This design comes from an exercise in tuning for small area and a short achievable clock period on the open sky130 flow, not from production work.
The RTL was checked by simulation tests, not by an equivalence proof against the original design.

==> run D: inputs <==
==> flow/design.v <==
`timescale 1ns / 1ps
module ALM11_SOA(
    input clk,
    input [15:0] x,
    input [15:0] y,
    output [31:0] p
    );
    wire [3:0] kx, ky;
    wire [4:0] fx, fy;
    LOG16 LOGx (.data_i(x), .k_o(kx), .f_o(fx));
    LOG16 LOGy (.data_i(y), .k_o(ky), .f_o(fy));
    reg [3:0] kx_r, ky_r;
    reg [3:0] fx_r, fy_r;
    reg       cin_r, sign_r, nz_r;
    always @(posedge clk) begin
        kx_r   <= kx;
        ky_r   <= ky;
        fx_r   <= fx[4:1];
        fy_r   <= fy[4:1];
        cin_r  <= fx[0] & fy[0];
        sign_r <= x[15] ^ y[15];
        nz_r   <= (|x) & (|y);
    end
    wire [8:0] L = {1'b0, kx_r, fx_r} + {1'b0, ky_r, fy_r} + {8'b0, cin_r};
    reg [8:0] L_r;
    reg       sign2_r, nz2_r;
    always @(posedge clk) begin
        L_r     <= L;
        sign2_r <= sign_r;
        nz2_r   <= nz_r;
    end
    wire [31:0] mag;
    AntiLog anti_log (.k_i(L_r[8:4]), .f_i(L_r[3:0]), .data_o(mag));
    assign p = nz2_r ? (mag ^ {32{sign2_r}}) : 32'b0;
endmodule
module LOG16(
    input  [15:0] data_i,
    output reg [3:0] k_o,
    output [4:0] f_o
    );
    wire [14:0] a = data_i[14:0] ^ {15{data_i[15]}};
    integer i;
    always @* begin
        k_o = 4'd0;
        for (i = 1; i < 15; i = i + 1)
            if (a[i]) k_o = i;
    end
    wire [19:0] n = {a, 5'b0} << (4'd14 - k_o);
    assign f_o = n[18:14];
endmodule
module AntiLog(
    input  [4:0] k_i,
    input  [3:0] f_i,
    output [31:0] data_o
    );
    wire [46:0] s = {31'b0, 1'b1, f_i, 11'h7FF} << k_i;
    assign data_o = s[46:15];
endmodule
`timescale 1ns / 10ps
module mult_top(
    input clk,
    input  [15:0] x,
    input  [15:0] y,
    output [31:0] p_out
    );
    ALM11_SOA mult(.clk(clk), .x(x), .y(y), .p(p_out));
endmodule
==> flow/run.sh <==
#!/bin/bash
# synth_recipe.tcl (not shown) runs the flow's synth.tcl, then flattens the netlist and writes it again
# the make line also repeats each setting of config.mk as NAME=value (left out here)
make -C /OpenROAD-flow-scripts/flow DESIGN_CONFIG=/design/flow/config.mk WORK_HOME=/design/flow/orfs CLKGATE_MAP_FILE= SYNTH_SCRIPT=/design/flow/synth_recipe.tcl finish
==> flow/config.mk <==
export PLATFORM = sky130hd
export DESIGN_NAME = mult_top
export DESIGN_NICKNAME = mult_top
export VERILOG_FILES = /design/flow/design.v
export SDC_FILE = /design/flow/constraint.sdc
export NUM_CORES = 4
export LEC_CHECK = 0
export CAP_MARGIN = 20
export CORE_MARGIN = 2
export CORE_UTILIZATION = 40
export SLEW_MARGIN = 20
==> flow/constraint.sdc <==
create_clock -name core_clock -period 7.0 [get_ports {clk}]
set_input_delay 1.4000 -clock core_clock [delete_from_list [all_inputs] [get_ports {clk}]]
set_output_delay 1.4000 -clock core_clock [all_outputs]
set_load 0.01 [all_outputs]
==> inputs of run F, as changes to run D <==
==> flow/design.v, changed modules only <==
module ALM11_SOA(
    input clk,
    input [15:0] x,
    input [15:0] y,
    output [31:0] p
    );
    wire [2:0] cx, cy;
    wire [6:0] wx, wy;
    wire       nzx, nzy;
    NormCoarse NCx (.data_i(x), .k_o(cx), .win_o(wx), .nz_o(nzx));
    NormCoarse NCy (.data_i(y), .k_o(cy), .win_o(wy), .nz_o(nzy));
    reg [2:0] cx_r, cy_r;
    reg [6:0] wx_r, wy_r;
    reg       sign_r, nz_r;
    always @(posedge clk) begin
        cx_r   <= cx;
        cy_r   <= cy;
        wx_r   <= wx;
        wy_r   <= wy;
        sign_r <= x[15] ^ y[15];
        nz_r   <= nzx & nzy;
    end
    wire [3:0] kx, ky;
    wire [4:0] fx, fy;
    NormFine NFx (.k_i(cx_r), .win_i(wx_r), .k_o(kx), .f_o(fx));
    NormFine NFy (.k_i(cy_r), .win_i(wy_r), .k_o(ky), .f_o(fy));
    wire [8:0] L = {1'b0, kx, fx[4:1]} + {1'b0, ky, fy[4:1]} + {8'b0, fx[0] & fy[0]};
    wire       u = sign_r & nz_r;
    wire       v = ~sign_r & nz_r;
    wire [3:0] g = (L[3:0] ^ {4{sign_r}}) & {4{nz_r}};
    wire [21:0] qs = {u, u, u, v, g, {11{v}}, u, u, u} << L[5:4];
    wire [18:0] q = qs[21:3];    
    reg [2:0] kh_r;      
    reg [7:0] qh_r;      
    reg [2:0] ql_r;      
    reg       u_r, v_r;
    always @(posedge clk) begin
        kh_r <= L[8:6];
        qh_r <= q[18:11];
        ql_r <= q[2:0];
        u_r  <= u;
        v_r  <= v;
    end
    AntiLog anti_log (.kh_i(kh_r), .qh_i(qh_r), .ql_i(ql_r), .u_i(u_r), .v_i(v_r), .data_o(p));
endmodule
module NormCoarse(
    input  [15:0] data_i,
    output [2:0]  k_o,
    output [6:0]  win_o,
    output        nz_o
    );
    wire [15:0] b  = {1'b0, data_i[14:0] ^ {15{data_i[15]}}};
    wire        k3 = |b[15:8];
    wire        k2 = k3 ? |b[15:12] : |b[7:4];
    wire [3:0]  o1 = {|b[15:14], |b[11:10], |b[7:6], |b[3:2]};
    wire        k1 = o1[{k3, k2}];
    wire [15:0] b1 = k3 ? b  : {b[7:0], 8'b0};
    wire [15:0] b2 = k2 ? b1 : {b1[11:0], 4'b0};
    wire [15:0] b3 = k1 ? b2 : {b2[13:0], 2'b0};
    assign k_o   = {k3, k2, k1};
    assign win_o = b3[15:9];
    assign nz_o  = (|b) | data_i[15];
endmodule
module NormFine(
    input  [2:0] k_i,
    input  [6:0] win_i,
    output [3:0] k_o,
    output [4:0] f_o
    );
    wire z0 = ~win_i[6];
    assign k_o = {k_i, ~z0};
    assign f_o = z0 ? win_i[4:0] : win_i[5:1];
endmodule
module AntiLog(
    input  [2:0]  kh_i,
    input  [7:0]  qh_i,
    input  [2:0]  ql_i,
    input         u_i,
    input         v_i,
    output [31:0] data_o
    );
    wire [59:0] z = {{28{u_i}}, qh_i, {8{v_i}}, ql_i, {13{u_i}}};
    wire [87:0] t = {28'b0, z} << {kh_i, 2'b0};
    assign data_o = {u_i, u_i, t[57:28]};
endmodule
// module LOG16 removed
==> flow/flow/run.sh (new file) <==
#!/bin/bash
# The standard ORFS layout (the standard.sh) with two changes:
#  - synthesis maps the logic with ABC script flow/abc.script (synth.tcl is
#    synth_recipe.tcl with only the ABC script replaced);
#  - the input and output port buffers are sky130_fd_sc_hd__buf_1 instead of
#    the cell buffer_ports picks by default (clkdlybuf4s50_1, a delay cell);
#    the resizer upsizes the ones on critical paths.
# All output goes to flow_make.log here; ORFS's own logs stay under orfs/logs.
set -euo pipefail
F="$(cd "$(dirname "${BASH_SOURCE[0]}")" && pwd)"
export CUSTOM_ABC_SCRIPT="$F/abc.script"
bash standard.sh "SYNTH_SCRIPT=$F/synth.tcl" \
  "BUFFER_PORTS_ARGS=-buffer_cell sky130_fd_sc_hd__buf_1" finish > flow_make.log 2>&1
==> flow/flow/abc.script (new file) <==
strash
dc2
dch -f
map -D 1600
topo
stime -c
buffer -c
upsize -c
dnsize -c
==> flow/flow/synth.tcl (new file) <==
# The standard synthesis script (synth_recipe.tcl) with one change: ABC maps
# the logic with the script named by CUSTOM_ABC_SCRIPT instead of ORFS's.
proc synth {args} { yosys synth -nofsm -noshare {*}$args }
proc abc {args} {
  set i [lsearch -exact $args -script]
  if { $i >= 0 } { lset args [expr { $i + 1 }] $::env(CUSTOM_ABC_SCRIPT) }
  yosys abc {*}$args
}
source $::env(SCRIPTS_DIR)/synth.tcl
# left out here: clear keep_hierarchy, flatten, clean up, hide names made inside functions, write 1_2_yosys.v
==> flow/standard.sh (new file) <==
#!/bin/bash
# synth_recipe.tcl (not shown) runs the flow's synth.tcl, then flattens the netlist and writes it again
# the make line also repeats each setting of config.mk as NAME=value (left out here)
make -C /OpenROAD-flow-scripts/flow DESIGN_CONFIG=/design/flow/config.mk WORK_HOME=/design/flow/orfs CLKGATE_MAP_FILE= SYNTH_SCRIPT=/design/flow/synth_recipe.tcl "${@:-finish}"
--- a/flow/config.mk
+++ b/flow/config.mk
@@ -10,2 +10,4 @@
 export CORE_UTILIZATION = 40
+export SETUP_SLACK_MARGIN = 3.8
 export SLEW_MARGIN = 20
+export TNS_END_PERCENT = 5
removed: flow/run.sh
==> notes <==
Against run D, the sequential share of layout area of run F is higher by 12 points. Against run D, the utilization of run F is higher by 0.88 points. Between run D and run F, the lower die area is in run F (gap 64%, measured against run F). Against run F, the worst hold slack of run D is worse by 0.22 ns. Against run D, the non-clock buffer count of run F is lower by 2. Synthesized cell count: run F is lower than run D (about 40%). In count of clock-buffer cells in the layout, run F and run D do not differ. Synthesized area: run F is smaller than run D (about 40%). In run F the design area is lower than in run D, by 40%. Of run D and run F, run F has the higher maximum frequency (gap 37%, measured against run F).

==> 08-16 <==
mult_top, a different RTL version from the one above (not shown whole).
==> module ALM11_SOA, before the edit <==
module ALM11_SOA(
    input clk,
    input [15:0] x,
    input [15:0] y,
    output [31:0] p
    );
    wire [2:0] cx, cy;
    wire [6:0] wx, wy;
    wire       nzx, nzy;
    NormCoarse NCx (.data_i(x), .k_o(cx), .win_o(wx), .nz_o(nzx));
    NormCoarse NCy (.data_i(y), .k_o(cy), .win_o(wy), .nz_o(nzy));
    reg [2:0] cx_r, cy_r;
    reg [6:0] wx_r, wy_r;
    reg       sign_r, nz_r;
    always @(posedge clk) begin
        cx_r   <= cx;
        cy_r   <= cy;
        wx_r   <= wx;
        wy_r   <= wy;
        sign_r <= x[15] ^ y[15];
        nz_r   <= nzx & nzy;
    end
    wire [3:0] kx, ky;
    wire [4:0] fx, fy;
    NormFine NFx (.k_i(cx_r), .win_i(wx_r), .k_o(kx), .f_o(fx));
    NormFine NFy (.k_i(cy_r), .win_i(wy_r), .k_o(ky), .f_o(fy));
    wire [8:0] L = {1'b0, kx, fx[4:1]} + {1'b0, ky, fy[4:1]} + {8'b0, fx[0] & fy[0]};
    wire       u = sign_r & nz_r;
    wire       v = ~sign_r & nz_r;
    wire [3:0] g = (L[3:0] ^ {4{sign_r}}) & {4{nz_r}};
    wire [21:0] qs = {u, u, u, v, g, {11{v}}, u, u, u} << L[5:4];
    wire [18:0] q = qs[21:3];    
    reg [2:0] kh_r;      
    reg [7:0] qh_r;      
    reg [2:0] ql_r;      
    reg       u_r, v_r;
    always @(posedge clk) begin
        kh_r <= L[8:6];
        qh_r <= q[18:11];
        ql_r <= q[2:0];
        u_r  <= u;
        v_r  <= v;
    end
    AntiLog anti_log (.kh_i(kh_r), .qh_i(qh_r), .ql_i(ql_r), .u_i(u_r), .v_i(v_r), .data_o(p));
endmodule
==> module NormCoarse, before the edit <==
module NormCoarse(
    input  [15:0] data_i,
    output [2:0]  k_o,
    output [6:0]  win_o,
    output        nz_o
    );
    wire [15:0] b  = {1'b0, data_i[14:0] ^ {15{data_i[15]}}};
    wire        z3 = ~|b[15:8];
    wire [15:0] b1 = z3 ? {b[7:0], 8'b0} : b;
    wire        z2 = ~|b1[15:12];
    wire [15:0] b2 = z2 ? {b1[11:0], 4'b0} : b1;
    wire        z1 = ~|b2[15:14];
    wire [15:0] b3 = z1 ? {b2[13:0], 2'b0} : b2;
    assign k_o   = {~z3, ~z2, ~z1};
    assign win_o = b3[15:9];
    assign nz_o  = (|b1[15:8]) | data_i[15];
endmodule
==> module NormFine, before the edit <==
module NormFine(
    input  [2:0] k_i,
    input  [6:0] win_i,
    output [3:0] k_o,
    output [4:0] f_o
    );
    wire z0 = ~win_i[6];
    assign k_o = {k_i, ~z0};
    assign f_o = z0 ? win_i[4:0] : win_i[5:1];
endmodule
==> module AntiLog, before the edit <==
module AntiLog(
    input  [2:0]  kh_i,
    input  [7:0]  qh_i,
    input  [2:0]  ql_i,
    input         u_i,
    input         v_i,
    output [31:0] data_o
    );
    wire [59:0] z = {{28{u_i}}, qh_i, {8{v_i}}, ql_i, {13{u_i}}};
    wire [87:0] t = {28'b0, z} << {kh_i, 2'b0};
    assign data_o = {u_i, u_i, t[57:28]};
endmodule
export LEC_CHECK = 0
export CAP_MARGIN = 20
export CORE_MARGIN = 2
export CORE_UTILIZATION = 40
export SETUP_SLACK_MARGIN = 3.6
export SLEW_MARGIN = 20
create_clock -name core_clock -period 7.0 [get_ports {clk}]
standard.sh (not shown) runs the stock make flow with config.mk's settings and CLKGATE_MAP_FILE= SYNTH_SCRIPT=/design/flow/synth_recipe.tcl, a recipe that flattens the netlist after the stock synthesis.
==> flow/flow/run.sh <==
#!/bin/bash
# The standard ORFS layout (the standard.sh) with two changes:
#  - synthesis maps the logic with ABC script flow/abc.script (synth.tcl is
#    synth_recipe.tcl with only the ABC script replaced);
#  - the input and output port buffers are sky130_fd_sc_hd__buf_1 instead of
#    the cell buffer_ports picks by default (clkdlybuf4s50_1, a delay cell);
#    the resizer upsizes the ones on critical paths.
# All output goes to flow_make.log here; ORFS's own logs stay under orfs/logs.
set -euo pipefail
F="$(cd "$(dirname "${BASH_SOURCE[0]}")" && pwd)"
export CUSTOM_ABC_SCRIPT="$F/abc.script"
bash standard.sh "SYNTH_SCRIPT=$F/synth.tcl" \
  "BUFFER_PORTS_ARGS=-buffer_cell sky130_fd_sc_hd__buf_1" finish > flow_make.log 2>&1
==> flow/flow/abc.script <==
strash
dc2
dch -f
map -D 1600
topo
stime -c
buffer -c
upsize -c
dnsize -c
==> flow/flow/synth.tcl <==
# The standard synthesis script (synth_recipe.tcl) with one change: ABC maps
# the logic with the script named by CUSTOM_ABC_SCRIPT instead of ORFS's.
proc synth {args} { yosys synth -nofsm -noshare {*}$args }
proc abc {args} {
  set i [lsearch -exact $args -script]
  if { $i >= 0 } { lset args [expr { $i + 1 }] $::env(CUSTOM_ABC_SCRIPT) }
  yosys abc {*}$args
}
source $::env(SCRIPTS_DIR)/synth.tcl
# left out here: clear keep_hierarchy, flatten, clean up, hide names made inside functions, write 1_2_yosys.v
==> 01-14 (differences from 08-16) <==
==> flow/design.v (replaced) <==
`timescale 1ns / 1ps
module ALM11_SOA(
    input clk,
    input [15:0] x,
    input [15:0] y,
    output [31:0] p
    );
    wire [1:0] cx, cy;
    wire [8:0] wx, wy;
    NormCoarse NCx (.data_i(x), .k_o(cx), .win_o(wx));
    NormCoarse NCy (.data_i(y), .k_o(cy), .win_o(wy));
    reg [1:0] cx_r, cy_r;
    reg [8:0] wx_r, wy_r;
    reg       sign_r, nz_r;
    always @(posedge clk) begin
        cx_r   <= cx;
        cy_r   <= cy;
        wx_r   <= wx;
        wy_r   <= wy;
        sign_r <= x[15] ^ y[15];
        nz_r   <= (|x) & (|y);
    end
    wire [3:0] kx, ky;
    wire [4:0] fx, fy;
    NormFine NFx (.k_i(cx_r), .win_i(wx_r), .k_o(kx), .f_o(fx));
    NormFine NFy (.k_i(cy_r), .win_i(wy_r), .k_o(ky), .f_o(fy));
    wire [8:0] L = {1'b0, kx, fx[4:1]} + {1'b0, ky, fy[4:1]} + {8'b0, fx[0] & fy[0]};
    reg [8:0] L_r;
    reg       sign2_r, nz2_r;
    always @(posedge clk) begin
        L_r     <= L;
        sign2_r <= sign_r;
        nz2_r   <= nz_r;
    end
    wire [31:0] mag;
    AntiLog anti_log (.k_i(L_r[8:4]), .f_i(L_r[3:0]), .data_o(mag));
    assign p = nz2_r ? (mag ^ {32{sign2_r}}) : 32'b0;
endmodule
module NormCoarse(
    input  [15:0] data_i,
    output [1:0]  k_o,
    output [8:0]  win_o
    );
    wire [15:0] b  = {1'b0, data_i[14:0] ^ {15{data_i[15]}}};
    wire        z3 = ~|b[15:8];
    wire [15:0] b1 = z3 ? {b[7:0], 8'b0} : b;
    wire        z2 = ~|b1[15:12];
    wire [15:0] b2 = z2 ? {b1[11:0], 4'b0} : b1;
    assign k_o   = {~z3, ~z2};
    assign win_o = b2[15:7];
endmodule
module NormFine(
    input  [1:0] k_i,
    input  [8:0] win_i,
    output [3:0] k_o,
    output [4:0] f_o
    );
    wire       z1 = ~|win_i[8:7];
    wire [8:0] w1 = z1 ? {win_i[6:0], 2'b0} : win_i;
    wire       z0 = ~w1[8];
    wire [8:0] w2 = z0 ? {w1[7:0], 1'b0} : w1;
    assign k_o = {k_i, ~z1, ~z0};
    assign f_o = w2[7:3];
endmodule
module AntiLog(
    input  [4:0] k_i,
    input  [3:0] f_i,
    output [31:0] data_o
    );
    wire [46:0] s = {31'b0, 1'b1, f_i, 11'h7FF} << k_i;
    assign data_o = s[46:15];
endmodule
`timescale 1ns / 10ps
module mult_top(
    input clk,
    input  [15:0] x,
    input  [15:0] y,
    output [31:0] p_out
    );
    ALM11_SOA mult(.clk(clk), .x(x), .y(y), .p(p_out));
endmodule
==> flow/run.sh (new file) <==
#!/bin/bash
# synth_recipe.tcl (not shown) runs the flow's synth.tcl, then flattens the netlist and writes it again
# the make line also repeats each setting of config.mk as NAME=value (left out here)
make -C /OpenROAD-flow-scripts/flow DESIGN_CONFIG=/design/flow/config.mk WORK_HOME=/design/flow/orfs CLKGATE_MAP_FILE= SYNTH_SCRIPT=/design/flow/synth_recipe.tcl finish
--- a/flow/config.mk
+++ b/flow/config.mk
@@ -9,4 +9,3 @@
 export CORE_MARGIN = 2
 export CORE_UTILIZATION = 40
-export SETUP_SLACK_MARGIN = 3.6
 export SLEW_MARGIN = 20
removed: flow/flow/run.sh
removed: flow/flow/abc.script
removed: flow/flow/synth.tcl
removed: flow/standard.sh
==> 07-28 (differences from 08-16) <==
--- a/flow/design.v
+++ b/flow/design.v
@@ -52,13 +52,14 @@
     );
     wire [15:0] b  = {1'b0, data_i[14:0] ^ {15{data_i[15]}}};
-    wire        z3 = ~|b[15:8];
-    wire [15:0] b1 = z3 ? {b[7:0], 8'b0} : b;
-    wire        z2 = ~|b1[15:12];
-    wire [15:0] b2 = z2 ? {b1[11:0], 4'b0} : b1;
-    wire        z1 = ~|b2[15:14];
-    wire [15:0] b3 = z1 ? {b2[13:0], 2'b0} : b2;
-    assign k_o   = {~z3, ~z2, ~z1};
+    wire        k3 = |b[15:8];
+    wire        k2 = k3 ? |b[15:12] : |b[7:4];
+    wire [3:0]  o1 = {|b[15:14], |b[11:10], |b[7:6], |b[3:2]};
+    wire        k1 = o1[{k3, k2}];
+    wire [15:0] b1 = k3 ? b  : {b[7:0], 8'b0};
+    wire [15:0] b2 = k2 ? b1 : {b1[11:0], 4'b0};
+    wire [15:0] b3 = k1 ? b2 : {b2[13:0], 2'b0};
+    assign k_o   = {k3, k2, k1};
     assign win_o = b3[15:9];
-    assign nz_o  = (|b1[15:8]) | data_i[15];
+    assign nz_o  = (|b) | data_i[15];
 endmodule
 module NormFine(
==> flow/flow/run.sh (replaced) <==
#!/bin/bash
# The standard ORFS layout (the standard.sh) with two changes:
#  - synthesis (synth.tcl: synth_recipe.tcl with only the ABC step replaced)
#    maps each pipeline stage's logic with its own ABC script and delay
#    target: abc_in.script for the logic from the inputs to the first
#    registers, abc_mid.script between registers, abc_out.script from the
#    registers to the outputs;
#  - the input and output port buffers are sky130_fd_sc_hd__buf_1 instead of
#    the cell buffer_ports picks by default (clkdlybuf4s50_1, a delay cell);
#    the resizer upsizes the ones on critical paths.
# All output goes to flow_make.log here; ORFS's own logs stay under orfs/logs.
set -euo pipefail
F="$(cd "$(dirname "${BASH_SOURCE[0]}")" && pwd)"
export CUSTOM_ABC_DIR="$F"
bash standard.sh "SYNTH_SCRIPT=$F/synth.tcl" \
  "BUFFER_PORTS_ARGS=-buffer_cell sky130_fd_sc_hd__buf_1" finish > flow_make.log 2>&1
==> flow/flow/abc_in.script (new file) <==
strash
dc2
dch -f
map -D 1400
topo
stime -c
buffer -c
upsize -c
dnsize -c
==> flow/flow/abc_mid.script (new file) <==
strash
dc2
dch -f
map -D 2500
topo
stime -c
buffer -c
upsize -c
dnsize -c
==> flow/flow/abc_out.script (new file) <==
strash
dc2
dch -f
map -D 600
topo
stime -c
buffer -c
upsize -c
dnsize -c
==> flow/flow/synth.tcl (replaced) <==
# The standard synthesis script (synth_recipe.tcl) with one change: ABC maps
# the logic of each pipeline stage separately, with a delay target that suits
# the stage: the logic from the inputs to the first registers with
# $CUSTOM_ABC_DIR/abc_in.script, the logic from registers to the outputs with
# abc_out.script, and the logic between registers with abc_mid.script.
# Registers are mapped before ABC runs, so their names and cells are unchanged.
proc synth {args} { yosys synth -nofsm -noshare {*}$args }
proc abc {args} {
  set i [lsearch -exact $args -script]
  set dir $::env(CUSTOM_ABC_DIR)
  set ff sky130_fd_sc_hd__dfxtp_1
  set stop "${ff}\[D,Q,CLK\]"
  yosys select -set s_out o:* %ci*:-$stop o:* %d
  yosys select -set s_in i:* %co*:-$stop i:* %d
  lset args [expr { $i + 1 }] $dir/abc_out.script
  yosys abc {*}$args @s_out
  lset args [expr { $i + 1 }] $dir/abc_in.script
  yosys abc {*}$args @s_in
  lset args [expr { $i + 1 }] $dir/abc_mid.script
  yosys abc {*}$args
}
source $::env(SCRIPTS_DIR)/synth.tcl
# left out here: clear keep_hierarchy, flatten, clean up, hide names made inside functions, write 1_2_yosys.v
--- a/flow/config.mk
+++ b/flow/config.mk
@@ -9,4 +9,5 @@
 export CORE_MARGIN = 2
 export CORE_UTILIZATION = 40
-export SETUP_SLACK_MARGIN = 3.6
+export SETUP_SLACK_MARGIN = 4.0
 export SLEW_MARGIN = 20
+export TNS_END_PERCENT = 5
removed: flow/flow/abc.script
==> out/metrics.yaml <==
status:
  outcome: "complete, no violations"
final_layout:
  final_area_um2: 4070
  fillers: 805
yosys:
  synth_xor_area_share_pct: 6.87
placed_design:
  dpl.cell_count: 580
worst_setup_path:
  rr_startpoint: "mult.wx_r[8]"
  cp.arrival_ns: 4.68
detailed_routing:
  wl_per_cell_um: 14.8
The numbers above come from 01-14.

==> out/metrics.yaml <==
final_layout:
  fillers: 791
  final_area_um2: 3370
placed_design:
  dpl.cell_count: 590
yosys:
  synth_xor_area_share_pct: 8.86
detailed_routing:
  wl_per_cell_um: 11.3
status:
  outcome: "complete, no violations"
worst_setup_path:
  cp.arrival_ns: 1.83
  rr_startpoint: "mult.wy_r[6]"
cts:
  worstSkewPairLatency_ns: 0.29
The numbers above come from 08-16.

==> out/metrics.yaml <==
timing:
  rsz0062_at_grt: "true"
worst_setup_path:
  cp.arrival_ns: 1.53
yosys:
  synth_xor_area_share_pct: 9.40
final_layout:
  fillers: 766
detailed_routing:
  wl_per_cell_um: 11.4
status:
  outcome: "complete, no violations"
The numbers above come from 07-28.

==> what the ideal ports hide <==
Ports are ideal in the flow. The routed layouts listed here were re-timed in OpenROAD. Step 1 (the two cells are an assumption about what drives the block):
set clk [get_ports {clk}]
set_driving_cell -lib_cell sky130_fd_sc_hd__clkbuf_16 $clk
set_driving_cell -lib_cell sky130_fd_sc_hd__buf_2 [delete_from_list [all_inputs] $clk]
Step 2 also shifts input and output timing later by t, the mid clock arrival at the registers, as if the neighbouring blocks saw the same clock. a / b / c = ideal ports / drivers / drivers and shift; a / b = the first two.
| run | shift t [ns] | slack for setup (ns) | worst register clock-pin slew, ns |
|---|---|---|---|
| run D | 0.300 | 2.064 / 2.074 / 1.774 | 0.04 / 0.04 |
| run F | 0.309 | 3.882 / 3.855 / 3.621 | 0.07 / 0.07 |
| 08-16 | 0.314 | 3.773 / 3.745 / 3.483 | 0.08 / 0.08 |
| 01-14 | 0.301 | 2.540 / 2.531 / 2.230 | 0.07 / 0.07 |
| 07-28 | 0.312 | 4.069 / 4.041 / 3.753 | 0.07 / 0.07 |
After both steps every run listed still meets setup and hold. For 07-28, which loses most, drivers alone change the setup slack by -0.028 ns; drivers and shift together by -0.316 ns.
